Source: an optimization exercise on an open RTL-to-GDS flow (aim: small area and a short achievable clock period). Production flows keep margins and buffers that such runs may drop.

==> 05-21: inputs <==
## dit_fft_8
module dit_fft_8(clk,reset,mode,x,y);
  input clk, reset, mode;
  input [255:0] x;
  output reg [255:0] y;
  genvar g;
  wire [15:0] Xr [0:7];
  wire [15:0] Xi [0:7];
  generate for (g = 0; g < 8; g = g + 1) begin : gin
    assign Xr[g] = x[(2*g)*16 +: 16];
    assign Xi[g] = x[(2*g+1)*16 +: 16];
  end endgenerate
  wire [255:0] B;
  sum4 #(0) ub0r(Xr[0],  Xr[4],  Xr[2],  Xr[6],  B[0*16 +: 16]);
  sum4 #(0) ub0i(Xi[0],  Xi[4],  Xi[2],  Xi[6],  B[1*16 +: 16]);
  sum4 #(2) ub1r(Xr[0], ~Xr[4],  Xi[2], ~Xi[6],  B[2*16 +: 16]);
  sum4 #(2) ub1i(Xi[0], ~Xi[4], ~Xr[2],  Xr[6],  B[3*16 +: 16]);
  sum4 #(2) ub2r(Xr[0],  Xr[4], ~Xr[2], ~Xr[6],  B[4*16 +: 16]);
  sum4 #(2) ub2i(Xi[0],  Xi[4], ~Xi[2], ~Xi[6],  B[5*16 +: 16]);
  sum4 #(2) ub3r(Xr[0], ~Xr[4], ~Xi[2],  Xi[6],  B[6*16 +: 16]);
  sum4 #(2) ub3i(Xi[0], ~Xi[4],  Xr[2], ~Xr[6],  B[7*16 +: 16]);
  sum4 #(0) ub4r(Xr[1],  Xr[5],  Xr[3],  Xr[7],  B[8*16 +: 16]);
  sum4 #(0) ub4i(Xi[1],  Xi[5],  Xi[3],  Xi[7],  B[9*16 +: 16]);
  sum4 #(2) ub5r(Xr[1], ~Xr[5],  Xi[3], ~Xi[7],  B[10*16 +: 16]);
  sum4 #(2) ub5i(Xi[1], ~Xi[5], ~Xr[3],  Xr[7],  B[11*16 +: 16]);
  sum4 #(2) ub6r(Xr[1],  Xr[5], ~Xr[3], ~Xr[7],  B[12*16 +: 16]);
  sum4 #(2) ub6i(Xi[1],  Xi[5], ~Xi[3], ~Xi[7],  B[13*16 +: 16]);
  sum4 #(2) ub7r(Xr[1], ~Xr[5], ~Xi[3],  Xi[7],  B[14*16 +: 16]);
  sum4 #(2) ub7i(Xi[1], ~Xi[5],  Xr[3], ~Xr[7],  B[15*16 +: 16]);
  wire [255:0] bnext;
  generate for (g = 0; g < 8; g = g + 1) begin : gsw
    localparam integer PK = (g % 2 == 0) ? g : (g ^ 2);
    assign bnext[(2*g)*16 +: 16]   = mode ? B[(2*PK+1)*16 +: 16] : B[(2*g)*16 +: 16];
    assign bnext[(2*g+1)*16 +: 16] = mode ? B[(2*PK)*16 +: 16]   : B[(2*g+1)*16 +: 16];
  end endgenerate
  reg [255:0] b;
  always @(posedge clk or posedge reset)
    if (reset) b <= 256'h0;
    else       b <= bnext;
  wire [15:0] b0r = b[0*16 +: 16], b0i = b[1*16 +: 16];
  wire [15:0] b1r = b[2*16 +: 16], b1i = b[3*16 +: 16];
  wire [15:0] b2r = b[4*16 +: 16], b2i = b[5*16 +: 16];
  wire [15:0] b3r = b[6*16 +: 16], b3i = b[7*16 +: 16];
  wire [15:0] b4r = b[8*16 +: 16], b4i = b[9*16 +: 16];
  wire [15:0] b5r = b[10*16 +: 16], b5i = b[11*16 +: 16];
  wire [15:0] b6r = b[12*16 +: 16], b6i = b[13*16 +: 16];
  wire [15:0] b7r = b[14*16 +: 16], b7i = b[15*16 +: 16];
  wire [255:0] Y;
  ...
Settings: LEC_CHECK=0, CAP_MARGIN=20, CORE_MARGIN=2, CORE_UTILIZATION=40, SETUP_SLACK_MARGIN=5, SLEW_MARGIN=20; clock period 12.0 ns.
run.sh (not shown) runs the stock make flow with config.mk's settings and CLKGATE_MAP_FILE= SYNTH_SCRIPT=/design/flow/synth_recipe.tcl, a recipe that flattens the netlist after the stock synthesis.
==> 10-05: changes against 05-21 <==
==> flow/design.v (replaced) <==
`timescale 1 ns/1 ns
module dit_fft_8(clk,reset,mode,x,y);
  input clk, reset, mode;
  input [255:0] x;
  output reg [255:0] y;
  genvar g;
  wire [15:0] Xr [0:7];
  wire [15:0] Xi [0:7];
  generate for (g = 0; g < 8; g = g + 1) begin : gin
    assign Xr[g] = mode ? x[(2*g+1)*16 +: 16] : x[(2*g)*16 +: 16];
    assign Xi[g] = mode ? x[(2*g)*16 +: 16]   : x[(2*g+1)*16 +: 16];
  end endgenerate
  wire [255:0] bnext;
  sum4 #(0) ub0r(Xr[0],  Xr[4],  Xr[2],  Xr[6],  bnext[0*16 +: 16]);
  sum4 #(0) ub0i(Xi[0],  Xi[4],  Xi[2],  Xi[6],  bnext[1*16 +: 16]);
  sum4 #(2) ub1r(Xr[0], ~Xr[4],  Xi[2], ~Xi[6],  bnext[2*16 +: 16]);
  sum4 #(2) ub1i(Xi[0], ~Xi[4], ~Xr[2],  Xr[6],  bnext[3*16 +: 16]);
  sum4 #(2) ub2r(Xr[0],  Xr[4], ~Xr[2], ~Xr[6],  bnext[4*16 +: 16]);
  sum4 #(2) ub2i(Xi[0],  Xi[4], ~Xi[2], ~Xi[6],  bnext[5*16 +: 16]);
  sum4 #(2) ub3r(Xr[0], ~Xr[4], ~Xi[2],  Xi[6],  bnext[6*16 +: 16]);
  sum4 #(2) ub3i(Xi[0], ~Xi[4],  Xr[2], ~Xr[6],  bnext[7*16 +: 16]);
  sum4 #(0) ub4r(Xr[1],  Xr[5],  Xr[3],  Xr[7],  bnext[8*16 +: 16]);
  sum4 #(0) ub4i(Xi[1],  Xi[5],  Xi[3],  Xi[7],  bnext[9*16 +: 16]);
  sum4 #(2) ub5r(Xr[1], ~Xr[5],  Xi[3], ~Xi[7],  bnext[10*16 +: 16]);
  sum4 #(2) ub5i(Xi[1], ~Xi[5], ~Xr[3],  Xr[7],  bnext[11*16 +: 16]);
  sum4 #(2) ub6r(Xr[1],  Xr[5], ~Xr[3], ~Xr[7],  bnext[12*16 +: 16]);
  sum4 #(2) ub6i(Xi[1],  Xi[5], ~Xi[3], ~Xi[7],  bnext[13*16 +: 16]);
  sum4 #(2) ub7r(Xr[1], ~Xr[5], ~Xi[3],  Xi[7],  bnext[14*16 +: 16]);
  sum4 #(2) ub7i(Xi[1], ~Xi[5],  Xr[3], ~Xr[7],  bnext[15*16 +: 16]);
  reg [255:0] b;
  always @(posedge clk or posedge reset)
    if (reset) b <= 256'h0;
    else       b <= bnext;
  wire [15:0] b0r = b[0*16 +: 16], b0i = b[1*16 +: 16];
  wire [15:0] b1r = b[2*16 +: 16], b1i = b[3*16 +: 16];
  wire [15:0] b2r = b[4*16 +: 16], b2i = b[5*16 +: 16];
  wire [15:0] b3r = b[6*16 +: 16], b3i = b[7*16 +: 16];
  wire [15:0] b4r = b[8*16 +: 16], b4i = b[9*16 +: 16];
  wire [15:0] b5r = b[10*16 +: 16], b5i = b[11*16 +: 16];
  wire [15:0] b6r = b[12*16 +: 16], b6i = b[13*16 +: 16];
  wire [15:0] b7r = b[14*16 +: 16], b7i = b[15*16 +: 16];
  wire [255:0] Y;
  add2 #(16) uy0r(b0r,  b4r, 1'b0, Y[0*16 +: 16]);
  add2 #(16) uy0i(b0i,  b4i, 1'b0, Y[1*16 +: 16]);
  add2 #(16) uy4r(b0r, ~b4r, 1'b1, Y[8*16 +: 16]);
  add2 #(16) uy4i(b0i, ~b4i, 1'b1, Y[9*16 +: 16]);
  add2 #(16) uy2r(b2r,  b6i, 1'b0, Y[4*16 +: 16]);
  add2 #(16) uy2i(b2i, ~b6r, 1'b1, Y[5*16 +: 16]);
  add2 #(16) uy6r(b2r, ~b6i, 1'b1, Y[12*16 +: 16]);
  add2 #(16) uy6i(b2i,  b6r, 1'b0, Y[13*16 +: 16]);
  wire [16:0] s1, s2, s3, s4;
  add2 #(17) us1({b5r[15], b5r}, { b5i[15],  b5i}, 1'b0, s1);
  add2 #(17) us2({b5i[15], b5i}, {~b5r[15], ~b5r}, 1'b1, s2);
  add2 #(17) us3({b7i[15], b7i}, {~b7r[15], ~b7r}, 1'b1, s3);
  add2 #(17) us4({b7r[15], b7r}, { b7i[15],  b7i}, 1'b0, s4);
  twid #(0) ut1r(b1r, s1, Y[2*16 +: 16],  Y[10*16 +: 16]);   
  twid #(0) ut1i(b1i, s2, Y[3*16 +: 16],  Y[11*16 +: 16]);   
  twid #(0) ut3r(b3r, s3, Y[6*16 +: 16],  Y[14*16 +: 16]);   
  twid #(1) ut3i(b3i, s4, Y[7*16 +: 16],  Y[15*16 +: 16]);   
  wire [255:0] ynext;
  generate for (g = 0; g < 8; g = g + 1) begin : gout
    assign ynext[(2*g)*16 +: 16]   = mode ? {{3{Y[(2*g+2)*16-1]}}, Y[(2*g+1)*16+3 +: 13]} : Y[(2*g)*16 +: 16];
    assign ynext[(2*g+1)*16 +: 16] = mode ? {{3{Y[(2*g+1)*16-1]}}, Y[(2*g)*16+3 +: 13]}   : Y[(2*g+1)*16 +: 16];
  end endgenerate
  always @(posedge clk or posedge reset)
    if (reset) y <= 256'h0;
    else       y <= ynext;
endmodule
module sum4 #(parameter K = 0) (p, q, r, t, s);
  input [15:0] p, q, r, t;
  output [15:0] s;
  wire [15:0] s1 = p ^ q ^ r;
  wire [15:0] c1 = (p & q) | (p & r) | (q & r);
  wire [15:0] c1s = {c1[14:0], K >= 1};
  wire [15:0] s2 = s1 ^ c1s ^ t;
  wire [15:0] c2 = (s1 & c1s) | (s1 & t) | (c1s & t);
  add2 #(16) ua(s2, {c2[14:0], K >= 2}, 1'b0, s);
endmodule
module twid #(parameter NEG = 0) (b, s, yp, ym);
  input [15:0] b;
  input [16:0] s;
  output [15:0] yp, ym;
  wire [23:0] e = {{7{s[16]}}, s};
  wire [23:0] o1 = e << 7, o2 = e << 5, o3 = e << 4, o4 = e << 2, o5 = e;
  wire [23:0] t1 = o1 ^ o2 ^ o3;
  wire [23:0] u1 = ((o1 & o2) | (o1 & o3) | (o2 & o3)) << 1;
  wire [23:0] t2 = t1 ^ u1 ^ o4;
  wire [23:0] u2 = ((t1 & u1) | (t1 & o4) | (u1 & o4)) << 1;
  wire [23:0] m1 = t2 ^ u2 ^ o5;
  wire [23:0] m2 = ((t2 & u2) | (t2 & o5) | (u2 & o5)) << 1;
  wire [23:0] ap = NEG ? {b, 8'h82} : {b, 8'h80};
  wire [23:0] am = NEG ? {b, 8'h7F} : {b, 8'h81};
  wire [23:0] n1 = NEG ? ~m1 : m1, n2 = NEG ? ~m2 : m2;    
  wire [23:0] v1 = NEG ? m1 : ~m1, v2 = NEG ? m2 : ~m2;    
  wire [23:0] sp1 = ap ^ n1 ^ n2;
  wire [23:0] cp1 = ((ap & n1) | (ap & n2) | (n1 & n2)) << 1;
  wire [23:0] sm1 = am ^ v1 ^ v2;
  wire [23:0] cm1 = ((am & v1) | (am & v2) | (v1 & v2)) << 1;
  wire [23:0] rp, rm;
  add2 #(24) uap(sp1, cp1, 1'b0, rp);
  add2 #(24) uam(sm1, cm1, 1'b0, rm);
  assign yp = rp[23:8];
  assign ym = rm[23:8];
endmodule
module add2 #(parameter W = 16) (a, b, ci, s);
  input [W-1:0] a, b;
  input ci;
  output [W-1:0] s;
  localparam L = $clog2(W);
  wire [W-1:0] p = a ^ b;
  wire [W-1:0] g0 = a & b;
  wire [W-1:0] G [0:L];
  wire [W-1:0] P [0:L];
  assign G[0] = {g0[W-1:1], g0[0] | (p[0] & ci)};
  assign P[0] = p;
  genvar l, i;
  generate for (l = 0; l < L; l = l + 1) begin : lv
    for (i = 0; i < W; i = i + 1) begin : bt
      if ((i >> l) & 1) begin : mg
        assign G[l+1][i] = G[l][i] | (P[l][i] & G[l][((i >> l) << l) - 1]);
        assign P[l+1][i] = P[l][i] & P[l][((i >> l) << l) - 1];
      end else begin : ps
        assign G[l+1][i] = G[l][i];
        assign P[l+1][i] = P[l][i];
      end
    end
  end endgenerate
  assign s = p ^ {G[L][W-2:0], ci};
endmodule
==> results.ini <==
[layout]
buf_share=0.0742
inv_count=1239

[floorplan]
die-area_um2=159000
tap_cells=2044

[clocking]
path_clk_slew_ns=0.06
htreeDepth=2
cts_made_buffers=61

[route]
met2WireLength_um=96800

[run_status]
status=finished clean

[end of results for 05-21]
==> results.ini <==
[route]
drtPass1Iterations=5
wl_met3_um=13300
met2WireLength_um=85800

[layout]
buffers=679
multi_input_area_um2=44400
buf_share=0.0906
seq_share=0.176
inv_count=1160

[clocking]
htreeDepth=3
clockBufferDepth=3
cts_made_buffers=66
path_clk_slew_ns=0.07

[floorplan]
die_y_um=392
tap_cells=2016
die-area_um2=153000

[run_status]
status=finished clean

[placement]
post-place-ws_ns=3.63

[synthesis]
synth_cell_types=84

[end of results for 10-05]
No functional check of the RTL was part of any run of this note.

## static timing again, ports no longer ideal
How much do the figures lean on ideal ports? The routed layouts below were timed once more, with nothing changed but the port constraints.
Step 1 sets driving cells, clkbuf_16 on the clock port and buf_2 on the other inputs (assumed; they add their load-dependent delay and slew).
Step 2 also shifts input and output timing later by t, the mid clock arrival at the registers, as if the neighbouring blocks saw the same clock.
Three values: no drivers, after step 1, after step 2; two values: the first two.
run | t (ns) | setup slack, ns | clock arrival spread, ns | pins driven straight from the clock port
05-21 | 0.750 | 5.166 / 5.166 / 4.510 | 0.077 / 0.078 | 1
10-05 | 0.743 | 4.781 / 4.781 / 4.402 | 0.038 / 0.038 | 1
After both steps setup and hold are still met in every run listed. For 05-21, which loses most, drivers alone change the setup slack by 0.000 ns; drivers and shift together by -0.656 ns.
